From an optimization exercise on the open Yosys and OpenROAD flow, aimed at small area; shortcuts taken in it are not production practice. Only simulation tests tie the RTL to the original design; equivalence was not proved.

==> ember: inputs <==
Design fir, start of the top module:
module fir (
    input        clk,
    input        rst_n,
    input        load_sw,
    input  [7:0] data_in,
    input  [7:0] coff_in,
    output [7:0] data_out
);
==> flow/config.mk <==
export PLATFORM = sky130hd
export DESIGN_NAME = fir
export DESIGN_NICKNAME = fir
export VERILOG_FILES = /design/flow/design.v
export SDC_FILE = /design/flow/constraint.sdc
export NUM_CORES = 4
export LEC_CHECK = 0
export ABC_AREA = 1
export CAP_MARGIN = 20
export CORE_MARGIN = 2
export CORE_UTILIZATION = 40
export CTS_CLUSTER_DIAMETER = 100
export CTS_CLUSTER_SIZE = 22
export GPL_TIMING_DRIVEN = 0
export SLEW_MARGIN = 20
export SYNTH_HIERARCHICAL = 1
==> flow/constraint.sdc <==
create_clock -name core_clock -period 7.0 [get_ports {clk}]
set_input_delay 1.4000 -clock core_clock [delete_from_list [all_inputs] [get_ports {clk}]]
set_output_delay 1.4000 -clock core_clock [all_outputs]
set_load 0.01 [all_outputs]
standard.sh (not shown) runs the stock make flow with config.mk's settings and CLKGATE_MAP_FILE= SYNTH_SCRIPT=/design/flow/synth_recipe.tcl, a recipe that flattens the netlist after the stock synthesis.
==> flow/flow/run.sh <==
#!/bin/bash
# Own layout flow: the standard flow (standard.sh) unchanged, except that
# synthesis maps the RTL helper modules onto single cells (cells_map.v):
# sel3 -> a222oi (y = ~(a1&b1 | a2&b2 | a3&b3)), hold -> mux2, dec -> nor2b/and2,
# which ABC does not find on its own.  Registers, their names and cell types are those
# of the standard synthesis.
set -euo pipefail
W=$(pwd)

# synthesis script: synth_recipe.tcl with one techmap step inserted right
# after ORFS's synthesis (while the hierarchy is still kept)
awk -v map="$W/flow/cells_map.v" -v top="$FLOW_TOP" '
  { print }
  /^source .*synth\.tcl/ { print "techmap -map " map " " top; n++ }
  END { if (n != 1) exit 1 }' synth_recipe.tcl > own_synth.tcl

# standard.sh with that synthesis script
sed "s#SYNTH_SCRIPT=[^ ]*synth_recipe.tcl#SYNTH_SCRIPT=$W/own_synth.tcl#" standard.sh > own_standard.sh
grep -q "SYNTH_SCRIPT=$W/own_synth.tcl" own_standard.sh

bash own_standard.sh synth > synth.log 2>&1
grep -q a222oi orfs/results/*/fir/base/1_2_yosys.v
# port buffers: the smallest buffer instead of ORFS's pick (clkdlybuf4s50_1)
bash own_standard.sh "BUFFER_PORTS_ARGS=-buffer_cell sky130_fd_sc_hd__buf_1" finish > layout.log 2>&1
test -s out/final.def
==> flow/flow/cells_map.v <==
// Map the RTL's small helper modules onto single sky130 cells.

// y = ~((a1 & b1) | (a2 & b2) | (a3 & b3))
(* techmap_celltype = "sel3" *)
module _sel3_to_a222oi (a1, b1, a2, b2, a3, b3, y);
  input a1, b1, a2, b2, a3, b3;
  output y;
  sky130_fd_sc_hd__a222oi_1 _TECHMAP_REPLACE_ (
    .A1(a1), .A2(b1), .B1(a2), .B2(b2), .C1(a3), .C2(b3), .Y(y));
endmodule

// d = l ? q : n
(* techmap_celltype = "hold" *)
module _hold_to_mux2 (l, q, n, d);
  input l, q, n;
  output d;
  sky130_fd_sc_hd__mux2_1 _TECHMAP_REPLACE_ (.A0(n), .A1(q), .S(l), .X(d));
endmodule

// sa = xa & ~xb, sb = ~xa & xb, sab = xa & xb
(* techmap_celltype = "dec" *)
module _dec_to_cells (xa, xb, sa, sb, sab);
  input xa, xb;
  output sa, sb, sab;
  sky130_fd_sc_hd__nor2b_1 a (.A(xb), .B_N(xa), .Y(sa));
  sky130_fd_sc_hd__nor2b_1 b (.A(xa), .B_N(xb), .Y(sb));
  sky130_fd_sc_hd__and2_1 ab (.A(xa), .B(xb), .X(sab));
endmodule
==> violet: changes against ember <==
--- a/flow/flow/run.sh
+++ b/flow/flow/run.sh
@@ -22,4 +22,7 @@
 grep -q a222oi orfs/results/*/fir/base/1_2_yosys.v
 # port buffers: the smallest buffer instead of ORFS's pick (clkdlybuf4s50_1)
-bash own_standard.sh "BUFFER_PORTS_ARGS=-buffer_cell sky130_fd_sc_hd__buf_1" finish > layout.log 2>&1
+# clock tree: ORFS's own CTS arguments (sink clustering from CTS_CLUSTER_SIZE
+# and CTS_CLUSTER_DIAMETER in config.mk) without CTS's dummy balancing loads
+CTS="-sink_clustering_enable -repair_clock_nets -sink_clustering_size 26 -sink_clustering_max_diameter 100 -dont_use_dummy_load"
+bash own_standard.sh "BUFFER_PORTS_ARGS=-buffer_cell sky130_fd_sc_hd__buf_1" "CTS_ARGS=$CTS" finish > layout.log 2>&1
 test -s out/final.def
CTS_CLUSTER_SIZE = 26   (was 22)
==> amber: changes against ember <==
--- a/flow/flow/run.sh
+++ b/flow/flow/run.sh
@@ -22,4 +22,7 @@
 grep -q a222oi orfs/results/*/fir/base/1_2_yosys.v
 # port buffers: the smallest buffer instead of ORFS's pick (clkdlybuf4s50_1)
-bash own_standard.sh "BUFFER_PORTS_ARGS=-buffer_cell sky130_fd_sc_hd__buf_1" finish > layout.log 2>&1
+# clock tree: ORFS's own CTS arguments (sink clustering from CTS_CLUSTER_SIZE
+# and CTS_CLUSTER_DIAMETER in config.mk) without CTS's dummy balancing loads
+CTS="-sink_clustering_enable -repair_clock_nets -sink_clustering_size 16 -sink_clustering_max_diameter 100 -dont_use_dummy_load"
+bash own_standard.sh "BUFFER_PORTS_ARGS=-buffer_cell sky130_fd_sc_hd__buf_1" "CTS_ARGS=$CTS" finish > layout.log 2>&1
 test -s out/final.def
CAP_MARGIN = 10   (was 20)
CTS_CLUSTER_SIZE = 16   (was 22)
SLEW_MARGIN = 10   (was 20)
==> results.toml <==
[route]
vias_per_cell = 7.34
drt-total-wl_um = 110000
wl_met2_um = 49800

[timing]
tightest_slew_ns = 1.07
holdWs_ns = 0.363

[hold_path]
min_to = "smp[1][2]"

[grt]
grt_use_met1_pct = 42.0

[outcome]
status = "finished clean"
That was ember.
==> results.toml <==
[outcome]
status = "finished clean"

[timing]
holdWs_ns = 0.334
finalWorstSetupSlack_ns = 0.275
tightest_slew_ns = 1.14

[critical_path]
slowest_delay_ns = 0.86
start_kind = "flip-flop"

[grt]
grt_use_met1_pct = 42.1

[route]
vias_per_cell = 7.35
wl_met3_um = 13000
drt-total-wl_um = 110000

[hold_path]
min_to = "smp[13][5]"

[placement]
dp_hpwl_um = 87200

[die]
fp.dieW_um = 270
That was violet.
==> results.toml <==
[timing]
holdWs_ns = 0.362
hold_viol = 0
tightest_slew_ns = 1.08

[route]
drtIter0Drc = 6458
wl_met2_um = 50200

[outcome]
status = "finished clean"

[cts]
cts_resized = 0

[hold_path]
min_to = "smp[2][6]"

[grt]
grt_use_met1_pct = 42.4
That was amber.

==> build 83: inputs <==
Another version of the RTL of fir (not shown whole).
export LEC_CHECK = 0
export ABC_AREA = 1
export CAP_MARGIN = 20
export CORE_MARGIN = 2
export CORE_UTILIZATION = 65
export GPL_TIMING_DRIVEN = 0
export SLEW_MARGIN = 20
export SYNTH_HIERARCHICAL = 1
create_clock -name core_clock -period 7.0 [get_ports {clk}]
run.sh (not shown) runs the stock make flow with config.mk's settings and CLKGATE_MAP_FILE= SYNTH_SCRIPT=/design/flow/synth_recipe.tcl, a recipe that flattens the netlist after the stock synthesis.
Stock flow here: none of the scripts above is used.
==> trial 10 (differences from build 83) <==
- CORE_UTILIZATION: 65 -> 50
==> comparison <==
- Trial 10 produced a clean layout. Build 83 completed with no timing, DRC or antenna violations.
- Between build 83 and trial 10, the lower critical path depth is in build 83 (gap 2).
- Between build 83 and trial 10, the lower clock skew is in build 83 (gap 3.5 ps).
- Between trial 10 and build 83, the lower core utilization is in trial 10 (gap 16 points).

==> indigo <==
fir with an RTL version that a note above also has.
clock: 7.0 ns
lec_check: 0
abc_area: 1
cap_margin: 20
core_margin: 2
core_utilization: 40
cts_cluster_diameter: 100
cts_cluster_size: 16
gpl_timing_driven: 0
slew_margin: 20
synth_hierarchical: 1
standard.sh (not shown) runs the stock make flow with config.mk's settings and CLKGATE_MAP_FILE= SYNTH_SCRIPT=/design/flow/synth_recipe.tcl, a recipe that flattens the netlist after the stock synthesis.
==> flow/flow/run.sh <==
#!/bin/bash
# Own layout flow: the standard flow (standard.sh) unchanged, except that
# synthesis maps the RTL helper modules onto single cells (cells_map.v):
# sel3 -> a222oi (y = ~(a1&b1 | a2&b2 | a3&b3)), hold -> mux2, dec -> nor2b/and2,
# which ABC does not find on its own.  Registers, their names and cell types are those
# of the standard synthesis.
set -euo pipefail
W=$(pwd)

# synthesis script: synth_recipe.tcl with one techmap step inserted right
# after ORFS's synthesis (while the hierarchy is still kept)
awk -v map="$W/flow/cells_map.v" -v top="$FLOW_TOP" '
  { print }
  /^source .*synth\.tcl/ { print "techmap -map " map " " top; n++ }
  END { if (n != 1) exit 1 }' synth_recipe.tcl > own_synth.tcl

# standard.sh with that synthesis script
sed "s#SYNTH_SCRIPT=[^ ]*synth_recipe.tcl#SYNTH_SCRIPT=$W/own_synth.tcl#" standard.sh > own_standard.sh
grep -q "SYNTH_SCRIPT=$W/own_synth.tcl" own_standard.sh

bash own_standard.sh synth > synth.log 2>&1
grep -q a222oi orfs/results/*/fir/base/1_2_yosys.v
# port buffers: the smallest buffer instead of ORFS's pick (clkdlybuf4s50_1)
bash own_standard.sh "BUFFER_PORTS_ARGS=-buffer_cell sky130_fd_sc_hd__buf_1" finish > layout.log 2>&1
test -s out/final.def
Scripts as last shown in full above: flow/flow/cells_map.v
==> willow: changes against indigo <==
- CTS_CLUSTER_DIAMETER: 100 -> not set
- CTS_CLUSTER_SIZE: 16 -> not set
==> results by group <==
Clock network
  • Worst-Skew Late Latency: 620 ps

Finish
  • Sequential share of cell area: 24.50%
  • Finished Layout Cells: 2943

STA
  • Relative slew slack: 28.91%

Detailed routing
  • DR vias/cell: 7.334

Status
  • Status: finished clean
the above is filed under indigo

==> results by group <==
Detailed routing
  • DR vias/cell: 7.327
  • Met3 routed WL: 12770 um

Clock network
  • Worst-Skew Late Latency: 590 ps

Worst setup path
  • Critical path destination: r8_1
  • Reg2reg end: r8_1

STA
  • Relative slew slack: 25.29%

Status
  • Status: finished clean

Global route
  • Gr busiest metal: met2
the above is filed under willow


==> inputs of 08-17 <==
fir again, from the RTL that the note above started with.
Settings: LEC_CHECK=0, ABC_AREA=1, CAP_MARGIN=20, CORE_MARGIN=2, CORE_UTILIZATION=40, CTS_CLUSTER_DIAMETER=100, CTS_CLUSTER_SIZE=28, GPL_TIMING_DRIVEN=0, SLEW_MARGIN=20, SYNTH_HIERARCHICAL=1; clock period 7.0 ns.
Scripts as last shown in full above: flow/flow/run.sh, flow/flow/cells_map.v
==> 11-19 (differences from 08-17) <==
--- a/flow/flow/run.sh
+++ b/flow/flow/run.sh
@@ -22,4 +22,7 @@
 grep -q a222oi orfs/results/*/fir/base/1_2_yosys.v
 # port buffers: the smallest buffer instead of ORFS's pick (clkdlybuf4s50_1)
-bash own_standard.sh "BUFFER_PORTS_ARGS=-buffer_cell sky130_fd_sc_hd__buf_1" finish > layout.log 2>&1
+# clock tree: ORFS's own CTS arguments (sink clustering from CTS_CLUSTER_SIZE
+# and CTS_CLUSTER_DIAMETER in config.mk) without CTS's dummy balancing loads
+CTS="-sink_clustering_enable -repair_clock_nets -sink_clustering_size 16 -sink_clustering_max_diameter 100 -dont_use_dummy_load"
+bash own_standard.sh "BUFFER_PORTS_ARGS=-buffer_cell sky130_fd_sc_hd__buf_1" "CTS_ARGS=$CTS" finish > layout.log 2>&1
 test -s out/final.def
--- a/flow/config.mk
+++ b/flow/config.mk
@@ -11,5 +11,5 @@
 export CORE_UTILIZATION = 40
 export CTS_CLUSTER_DIAMETER = 100
-export CTS_CLUSTER_SIZE = 28
+export CTS_CLUSTER_SIZE = 16
 export GPL_TIMING_DRIVEN = 0
 export SLEW_MARGIN = 20
==> run summary <==
| quantity | 11-19 | 08-17 |
|---|---|---|
| Status | no timing/DRC/antenna violations | no timing/DRC/antenna violations |
| Final setup margin | 0.337 ns | 0.228 ns |
| Clock tree cell share of total cell area | 2.31% | 2.43% |
| Sequential share of cell area | 24.7% | 24.6% |
| Detailed-routed wire length on met3 | 13.5 mm | 13.3 mm |
| Worst hold slack across all endpoints | 0.371 ns | 0.378 ns |
| Total number of vias | 21500 | 21500 |
| Wire length on met2 | 49.9 mm | 49.3 mm |
| Global routing usage on met1 | 42.4% | 42.1% |
| Max Freq | 150 MHz | 148 MHz |
| Final core area utilization | 43.4% | 43.5% |
| Transition time of the tightest slew-check pin | 1.09 ns | 1.08 ns |

-- port drivers added, routing unchanged --
The results above use ideal ports. As a check the final layouts listed here were re-extracted and re-timed, cells and wires unchanged. Step 1 (the two cells are an assumption about what drives the block):
set clk [get_ports {clk}]
set_driving_cell -lib_cell sky130_fd_sc_hd__clkbuf_16 $clk
set_driving_cell -lib_cell sky130_fd_sc_hd__buf_2 [delete_from_list [all_inputs] $clk]
Step 2 also shifts input and output timing later by t, the mid clock arrival at the registers, as if the neighbouring blocks saw the same clock. a / b / c = no drivers / after step 1 / after step 2; a / b = the first two.
run	shift t [ns]	setup WS [ns]	worst hold slack (ns)	worst setup path at the end
ember	0.657	0.302 / 0.302 / 0.302	0.363 / 0.363 / 0.363	register to register
violet	0.621	0.275 / 0.275 / 0.275	0.334 / 0.334 / 0.334	register to register
amber	0.651	0.307 / 0.307 / 0.307	0.362 / 0.362 / 0.362	register to register
build 83	0.639	0.664 / 0.664 / 0.664	0.349 / 0.349 / 0.349	register to register
trial 10	0.621	0.691 / 0.691 / 0.691	0.342 / 0.342 / 0.342	register to register
indigo	0.675	0.285 / 0.285 / 0.285	0.372 / 0.372 / 0.372	register to register
willow	0.642	0.381 / 0.381 / 0.381	0.368 / 0.368 / 0.368	register to register
08-17	0.639	0.228 / 0.228 / 0.228	0.378 / 0.378 / 0.378	register to register
11-19	0.657	0.337 / 0.337 / 0.337	0.371 / 0.371 / 0.371	register to register
After both steps every run listed still meets setup and hold.
